From an optimization exercise on the open Yosys and OpenROAD flow, aimed at small area; shortcuts taken in it are not production practice.
The RTL was checked by simulation tests, not by an equivalence proof against the original design.
Power and IR drop assume default switching activity.

## onyx
## ddk_core
module ddk_core(
        input   wire  SysClk,
        input   wire  SysRst,
        output  reg   RX1,
        input   wire  DataClk,
        input   wire  DataWe,
        input   wire  [15:0]  DATA,
        input   wire  [5:0]    CH3_IN,
        output  wire  [5:0]    CH3_OUT,
        output  wire  [5:0]    CH3_OE,
        input   wire  [5:0]    CH4_IN,
        output  wire  [5:0]    CH4_OUT,
        output  wire  [5:0]    CH4_OE,
        input   wire  [5:0]    CH5_IN,
        output  wire  [5:0]    CH5_OUT,
        output  wire  [5:0]    CH5_OE,
        input   wire  [5:0]    CH6_IN,
        output  wire  [5:0]    CH6_OUT,
        output  wire  [5:0]    CH6_OE,
        input   wire  [5:0]    CH7_IN,
        output  wire  [5:0]    CH7_OUT,
        output  wire  [5:0]    CH7_OE,
        input   wire  [5:0]    CH8_IN);
function [31:0] inc32;
  input [31:0] v;
  integer i;
  reg c;
  begin
    c = 1'b1;
    for (i = 0; i < 32; i = i + 1) begin
      inc32[i] = v[i] ^ c;
      c = c & v[i];
    end
  end
endfunction
reg dirty, clean, stb;
always @(posedge SysClk) begin
  dirty <= DataClk;
  clean <= dirty;
  stb   <= clean ^ dirty;
end
wire [7:0] adr  = DATA[15:8];
wire [7:0] wdat = DATA[7:0];
wire [3:0] hi   = adr[7:4];
wire [3:0] lo   = adr[3:0];
wire       wr   = stb & DataWe;
reg rd1, valid;
always @(posedge SysClk) begin
  if (SysRst) begin
    rd1   <= 1'b0;
    valid <= 1'b0;
  end else begin
    rd1   <= stb & ~DataWe;
    valid <= rd1;
  end
end
reg       cg_en;
reg       div_clk;
reg [7:0] div;
reg [7:0] periods;
wire      clka = div_clk & cg_en;
always @(posedge SysClk) begin
  if (SysRst) begin
    div     <= 8'd0;
    cg_en   <= 1'b0;
    div_clk <= 1'b0;
    periods <= 8'd0;
  end else begin
    periods <= inc32({24'd0, periods});
    if (periods == div) begin
      periods <= 8'd0;
      div_clk <= ~div_clk;
    end
    if (wr && hi == 4'h8 && lo == 4'h0)
  ...
Size: about 1,900 cells after synthesis, roughly 0.022 mm2 of cells after synthesis.
Settings: LEC_CHECK=0, CAP_MARGIN=20, CORE_MARGIN=2, CORE_UTILIZATION=40, CTS_BUF_LIST=sky130_fd_sc_hd__clkbuf_16, CTS_CLUSTER_DIAMETER=100, CTS_CLUSTER_SIZE=28, PLACE_DENSITY=0.6, SLEW_MARGIN=20; clock period 6.0 ns.
standard.sh (not shown) runs the stock make flow with config.mk's settings and CLKGATE_MAP_FILE= SYNTH_SCRIPT=/design/flow/synth_recipe.tcl, a recipe that flattens the netlist after the stock synthesis.
==> flow/flow/run.sh <==
#!/bin/bash
# Standard ORFS layout, with the combinational logic of the standard synthesis re-mapped
# by ABC for area (registers untouched; the smallest of a few ABC scripts is kept) and the
# smallest buffer on the ports.
set -euo pipefail
W=$(pwd)
R=$W/orfs/results/$FLOW_PLATFORM/ddk_core/base
export LIB=$FLOW_HOME/platforms/$FLOW_PLATFORM/lib/sky130_fd_sc_hd__tt_025C_1v80.lib

# 1. standard synthesis
bash standard.sh synth > $W/1_synth_standard.log 2>&1
cp $R/1_2_yosys.v $W/1_2_yosys_standard.v

# 2. area re-mapping of the combinational logic
python3 flow/comb_lib.py $LIB $W/comb.lib > $W/comb_lib.log 2>&1
DU=""
for c in $(sed -n '/DONT_USE_CELLS/,/^$/p' $FLOW_HOME/platforms/$FLOW_PLATFORM/config.mk | grep -o 'sky130_fd_sc_hd__[a-z0-9_]*'); do DU="$DU -dont_use $c"; done
export DONT_USE_ARGS="$DU" COMB_LIB=$W/comb.lib NETLIST_IN=$W/1_2_yosys_standard.v
P="strash;dch;map -a;strash;dch;map -a;strash;&get -n"
SCRIPTS=()
for s in 0 42 7 13 21 77 3 99 5 11 17 29; do
  SCRIPTS+=("$P;&deepsyn -S $s -T 60;&put;dch;map -a")
done
SCRIPTS+=("strash;dch;map -a;strash;dch;map -a")
# run the candidates 4 at a time
for i in "${!SCRIPTS[@]}"; do
  (
    export ABC_SCRIPT="${SCRIPTS[$i]}" NETLIST_OUT=$W/remap_$i.v STAT_OUT=$W/remap_stat_$i.txt
    yosys -c flow/remap.tcl > $W/remap_$i.log 2>&1 || true
  ) &
  if (( i % 4 == 3 )); then wait; fi
done
wait
best=""; best_area=""
for i in "${!SCRIPTS[@]}"; do
  if [[ -s $W/remap_$i.v && -s $W/remap_stat_$i.txt ]]; then
    a=$(grep -i "chip area" $W/remap_stat_$i.txt | grep -o '[0-9.]*$')
    echo "script $i (${SCRIPTS[$i]}): $a" >> $W/remap_choice.log
    if [[ -z "$best" ]] || python3 -c "import sys; sys.exit(0 if $a < $best_area else 1)"; then
      best=$i; best_area=$a
    fi
  fi
done
echo "chosen: $best ($best_area)" >> $W/remap_choice.log
cp $W/remap_$best.v $R/1_2_yosys.v
touch $R/1_2_yosys.v
rm -f $W/comb.lib

# 3. the rest of the standard flow on the re-mapped netlist
export BUFFER_PORTS_ARGS="-buffer_cell sky130_fd_sc_hd__buf_1"
bash standard.sh finish > $W/2_to_6_standard.log 2>&1
Other scripts of this flow, unchanged in this note and not shown: flow/flow/comb_lib.py, flow/flow/remap.tcl
diff inputs: onyx => quartz
--- a/flow/design.v
+++ b/flow/design.v
@@ -79,33 +79,38 @@
     end
   end
 end
 reg  [29:0]  ch_data;
 reg  [29:0]  ch_oe;
 reg  [149:0] conf;
 wire [29:0]  ch_in  = {CH7_IN, CH6_IN, CH5_IN, CH4_IN, CH3_IN};
 wire [29:0]  ch_out;
-wire [5:0] wd = wdat[5:0] & {6{~SysRst}};
 genvar p, q;
 generate
   for (p = 0; p < 5; p = p + 1) begin : g_port
-    wire       sel = wr && hi == (p + 2);
-    wire [7:0] ld;
-    for (q = 0; q < 8; q = q + 1) begin : g_ld
-      assign ld[q] = (sel && lo == q) || SysRst;
-    end
+    wire sel = wr && hi == (p + 2);
     always @(posedge SysClk) begin
-      ch_data[p*6 +: 6] <= ({6{ld[0]}} & wd) | ({6{~ld[0]}} & ch_data[p*6 +: 6]);
-      ch_oe[p*6 +: 6]   <= ({6{ld[1]}} & wd) | ({6{~ld[1]}} & ch_oe[p*6 +: 6]);
+      if (SysRst) begin
+        ch_data[p*6 +: 6]  <= 6'd0;
+        ch_oe[p*6 +: 6]    <= 6'd0;
+        conf[p*30 +: 30]   <= 30'd0;
+      end else if (sel) begin
+        if (lo == 4'h0) ch_data[p*6 +: 6] <= wdat[5:0];
+        if (lo == 4'h1) ch_oe[p*6 +: 6]   <= wdat[5:0];
+        if (lo == 4'h2) conf[p*30 +  0 +: 5] <= wdat[4:0];
+        if (lo == 4'h3) conf[p*30 +  5 +: 5] <= wdat[4:0];
+        if (lo == 4'h4) conf[p*30 + 10 +: 5] <= wdat[4:0];
+        if (lo == 4'h5) conf[p*30 + 15 +: 5] <= wdat[4:0];
+        if (lo == 4'h6) conf[p*30 + 20 +: 5] <= wdat[4:0];
+        if (lo == 4'h7) conf[p*30 + 25 +: 5] <= wdat[4:0];
+      end
     end
     for (q = 0; q < 6; q = q + 1) begin : g_pin
       wire [4:0] c = conf[p*30 + q*5 +: 5];
-      always @(posedge SysClk)
-        conf[p*30 + q*5 +: 5] <= ({5{ld[q+2]}} & wd[4:0]) | ({5{~ld[q+2]}} & c);
       assign ch_out[p*6 + q] = (c[4:1] != 4'd0) ? 1'b0 :
                                c[0] ? clka : ch_data[p*6 + q];
     end
   end
 endgenerate
 assign {CH7_OUT, CH6_OUT, CH5_OUT, CH4_OUT, CH3_OUT} = ch_out;
 assign {CH7_OE,  CH6_OE,  CH5_OE,  CH4_OE,  CH3_OE}  = ch_oe;
 reg  [1:3] rs_start, rs_stop;
- Wire length of the first global-routing pass: quartz worse than onyx
- Met2 capacity usage during global routing: quartz higher than onyx
- quartz vs. onyx: worst hold slack went down by 0.0099 ns.
- Looking at sequential power, quartz sits about 3% below onyx.
- Number of fill cells in the layout: quartz > onyx
- Post-route minimum period delta (quartz − onyx): unfavourable

========
main:
Another version of the RTL of ddk_core (not shown whole).
For scale: about 120 I/O pins, about 23000 um^2 of cells after synthesis.
Design ddk_core, start of the top module:
module ddk_core(
        input   wire  SysClk,
        input   wire  SysRst,
        output  reg   RX1,
        input   wire  DataClk,
        input   wire  DataWe,
        input   wire  [15:0]  DATA,
        input   wire  [5:0]    CH3_IN,
        output  wire  [5:0]    CH3_OUT,
        output  wire  [5:0]    CH3_OE,
        input   wire  [5:0]    CH4_IN,
        output  wire  [5:0]    CH4_OUT,
        output  wire  [5:0]    CH4_OE,
        input   wire  [5:0]    CH5_IN,
        output  wire  [5:0]    CH5_OUT,
        output  wire  [5:0]    CH5_OE,
        input   wire  [5:0]    CH6_IN,
        output  wire  [5:0]    CH6_OUT,
        output  wire  [5:0]    CH6_OE,
        input   wire  [5:0]    CH7_IN,
        output  wire  [5:0]    CH7_OUT,
        output  wire  [5:0]    CH7_OE,
        input   wire  [5:0]    CH8_IN);
function [31:0] inc32;
  input [31:0] v;
  integer i;
  reg c;
  begin
    c = 1'b1;
    for (i = 0; i < 32; i = i + 1) begin
      inc32[i] = v[i] ^ c;
      c = c & v[i];
    end
  end
endfunction
reg dirty, clean, stb;
always @(posedge SysClk) begin
  dirty <= DataClk;
  clean <= dirty;
  stb   <= clean ^ dirty;
end
wire [7:0] adr  = DATA[15:8];
wire [7:0] wdat = DATA[7:0];
wire [3:0] hi   = adr[7:4];
wire [3:0] lo   = adr[3:0];
wire       wr   = stb & DataWe;
reg rd1, valid;
always @(posedge SysClk) begin
  if (SysRst) begin
    rd1   <= 1'b0;
    valid <= 1'b0;
  end else begin
    rd1   <= stb & ~DataWe;
    valid <= rd1;
  end
end
reg       cg_en;
reg       div_clk;
reg [7:0] div;
reg [7:0] periods;
wire      clka = div_clk & cg_en;
  ...
==> flow/config.mk <==
export PLATFORM = sky130hd
export DESIGN_NAME = ddk_core
export DESIGN_NICKNAME = ddk_core
export VERILOG_FILES = /design/flow/design.v
export SDC_FILE = /design/flow/constraint.sdc
export NUM_CORES = 4
export LEC_CHECK = 0
export CAP_MARGIN = 20
export CORE_MARGIN = 2
export CORE_UTILIZATION = 40
export CTS_BUF_LIST = sky130_fd_sc_hd__clkbuf_16
export CTS_CLUSTER_DIAMETER = 100
export CTS_CLUSTER_SIZE = 24
export PLACE_DENSITY = 0.6
export SLEW_MARGIN = 20
==> flow/constraint.sdc <==
create_clock -name core_clock -period 6.0 [get_ports {SysClk}]
set_input_delay 1.2000 -clock core_clock [delete_from_list [all_inputs] [get_ports {SysClk}]]
set_output_delay 1.2000 -clock core_clock [all_outputs]
set_load 0.01 [all_outputs]
==> flow/flow/comb_lib.py <==
# Writes a copy of a liberty file with only its combinational cells (no ff, latch or
# statetable groups), so Yosys can read their functions while flip-flops stay black boxes.
import re, sys
lib = open(sys.argv[1]).read()
parts = re.split(r'(\n\s*cell\s*\()', lib)
keep = [parts[0]]
for i in range(1, len(parts), 2):
    c = parts[i] + parts[i + 1]
    if not re.search(r'\bff\s*\(|\blatch\s*\(|statetable', c):
        keep.append(c)
txt = ''.join(keep)
txt += '}\n' * (txt.count('{') - txt.count('}'))
open(sys.argv[2], 'w').write(txt)
==> flow/flow/remap.tcl <==
# Re-map the combinational logic of the standard synthesis netlist for area. Flip-flops are
# black boxes here, so every register keeps its instance name, cell type and connections.
yosys read_liberty -lib $::env(LIB)
yosys read_liberty -overwrite -ignore_miss_func $::env(COMB_LIB)
yosys read_verilog $::env(NETLIST_IN)
yosys hierarchy -top $::env(FLOW_TOP)
yosys flatten
# names made from the flattened cells' pins are internal, so nets keep their netlist names
yosys rename -hide w:*.*
yosys opt_clean
yosys abc -liberty $::env(LIB) {*}$::env(DONT_USE_ARGS) -script "+$::env(ABC_SCRIPT)"
yosys read_liberty -lib -overwrite $::env(LIB)
yosys opt_clean -purge
yosys setundef -zero
yosys splitnets
yosys opt_clean -purge
yosys hilomap -singleton -hicell sky130_fd_sc_hd__conb_1 HI -locell sky130_fd_sc_hd__conb_1 LO
yosys insbuf -buf sky130_fd_sc_hd__buf_4 A X
yosys check -assert -mapped
yosys tee -o $::env(STAT_OUT) stat -liberty $::env(LIB)
yosys write_verilog -noattr -nohex -nodec $::env(NETLIST_OUT)
Scripts as last shown in full above: flow/flow/run.sh
Edits applied to the flow inputs when going from main to the feature branch:
--- a/flow/design.v
+++ b/flow/design.v
@@ -252,21 +252,24 @@
       always @(posedge SysClk)
         ring[b*12 +: 12] <= (ins && wpos == b) ? rd_e
                                                : ring[((b + 31) % 32)*12 +: 12];
     end else begin : g_sh
       always @(posedge SysClk)
         ring[b*12 +: 12] <= ring[(b - 1)*12 +: 12];
     end
   end
 endgenerate
 always @(posedge SysClk)
-  rot <= rot + 1'b1;
+  if (SysRst)
+    rot <= 5'd0;
+  else
+    rot <= rot + 1'b1;
 wire dat_ld;    
 always @(posedge SysClk) begin
   if (SysRst) begin
     wptr  <= 6'd0;
     rptr  <= 6'd0;
     pw    <= 1'b0;
     acc   <= 1'b0;
     prot  <= 1'b0;
     cur_w <= 1'b0;
   end else begin
- The feature branch completed every stage of the flow, and the final layout passed the timing, design-rule and antenna checks.
- When the final numbers for the feature branch and main were put side by side, the delay of the slowest cell on the worst path turned out to be smaller in main.
- NOTE: maximum fanout along the worst path in the feature branch falls short of that of main
- Per the comparison of the feature branch with main, mean cell area of the mapped netlist up 0.50%; maximum frequency down 20 MHz; combinational group power down 3.9%.
- Summary: with main as the reference, power in the feature branch moved down slightly.
- The feature branch against main: utilization level; width of the die level; final cell count moved down; synthesized area level.

==> what the ideal ports hide <==
How much do the figures lean on ideal ports? The routed layouts below were timed once more, with nothing changed but the port constraints.
Step 1, drivers: a clkbuf_16 drives SysClk and a buf_2 each remaining input, both assumed.
Step 2 adds t to the input delays and takes it off the output delays; t is the mean of the earliest and latest rising clock arrival at the registers after step 1. Input paths then give back, and output paths get back, about the clock's delay inside the block.
a / b / c = no drivers / after step 1 / after step 2; a / b = the first two.
| run | t, ns | setup WS [ns] | hold slack, ns | latest minus earliest clock arrival (ns) | worst slew at a driven data input, ns |
|---|---|---|---|---|---|
| onyx | 0.695 | 1.333 / 1.333 / 1.333 | 0.328 / 0.328 / 0.328 | 0.031 / 0.031 | 0.11 |
| quartz | 0.692 | 0.712 / 0.712 / 0.712 | 0.319 / 0.319 / 0.319 | 0.040 / 0.040 | 0.08 |
| main | 0.641 | 1.242 / 1.242 / 1.242 | 0.304 / 0.304 / 0.304 | 0.043 / 0.043 | 0.10 |
| the feature branch | 0.627 | 0.730 / 0.730 / 0.730 | 0.314 / 0.314 / 0.314 | 0.034 / 0.034 | 0.08 |
After both steps every run listed still meets setup and hold.
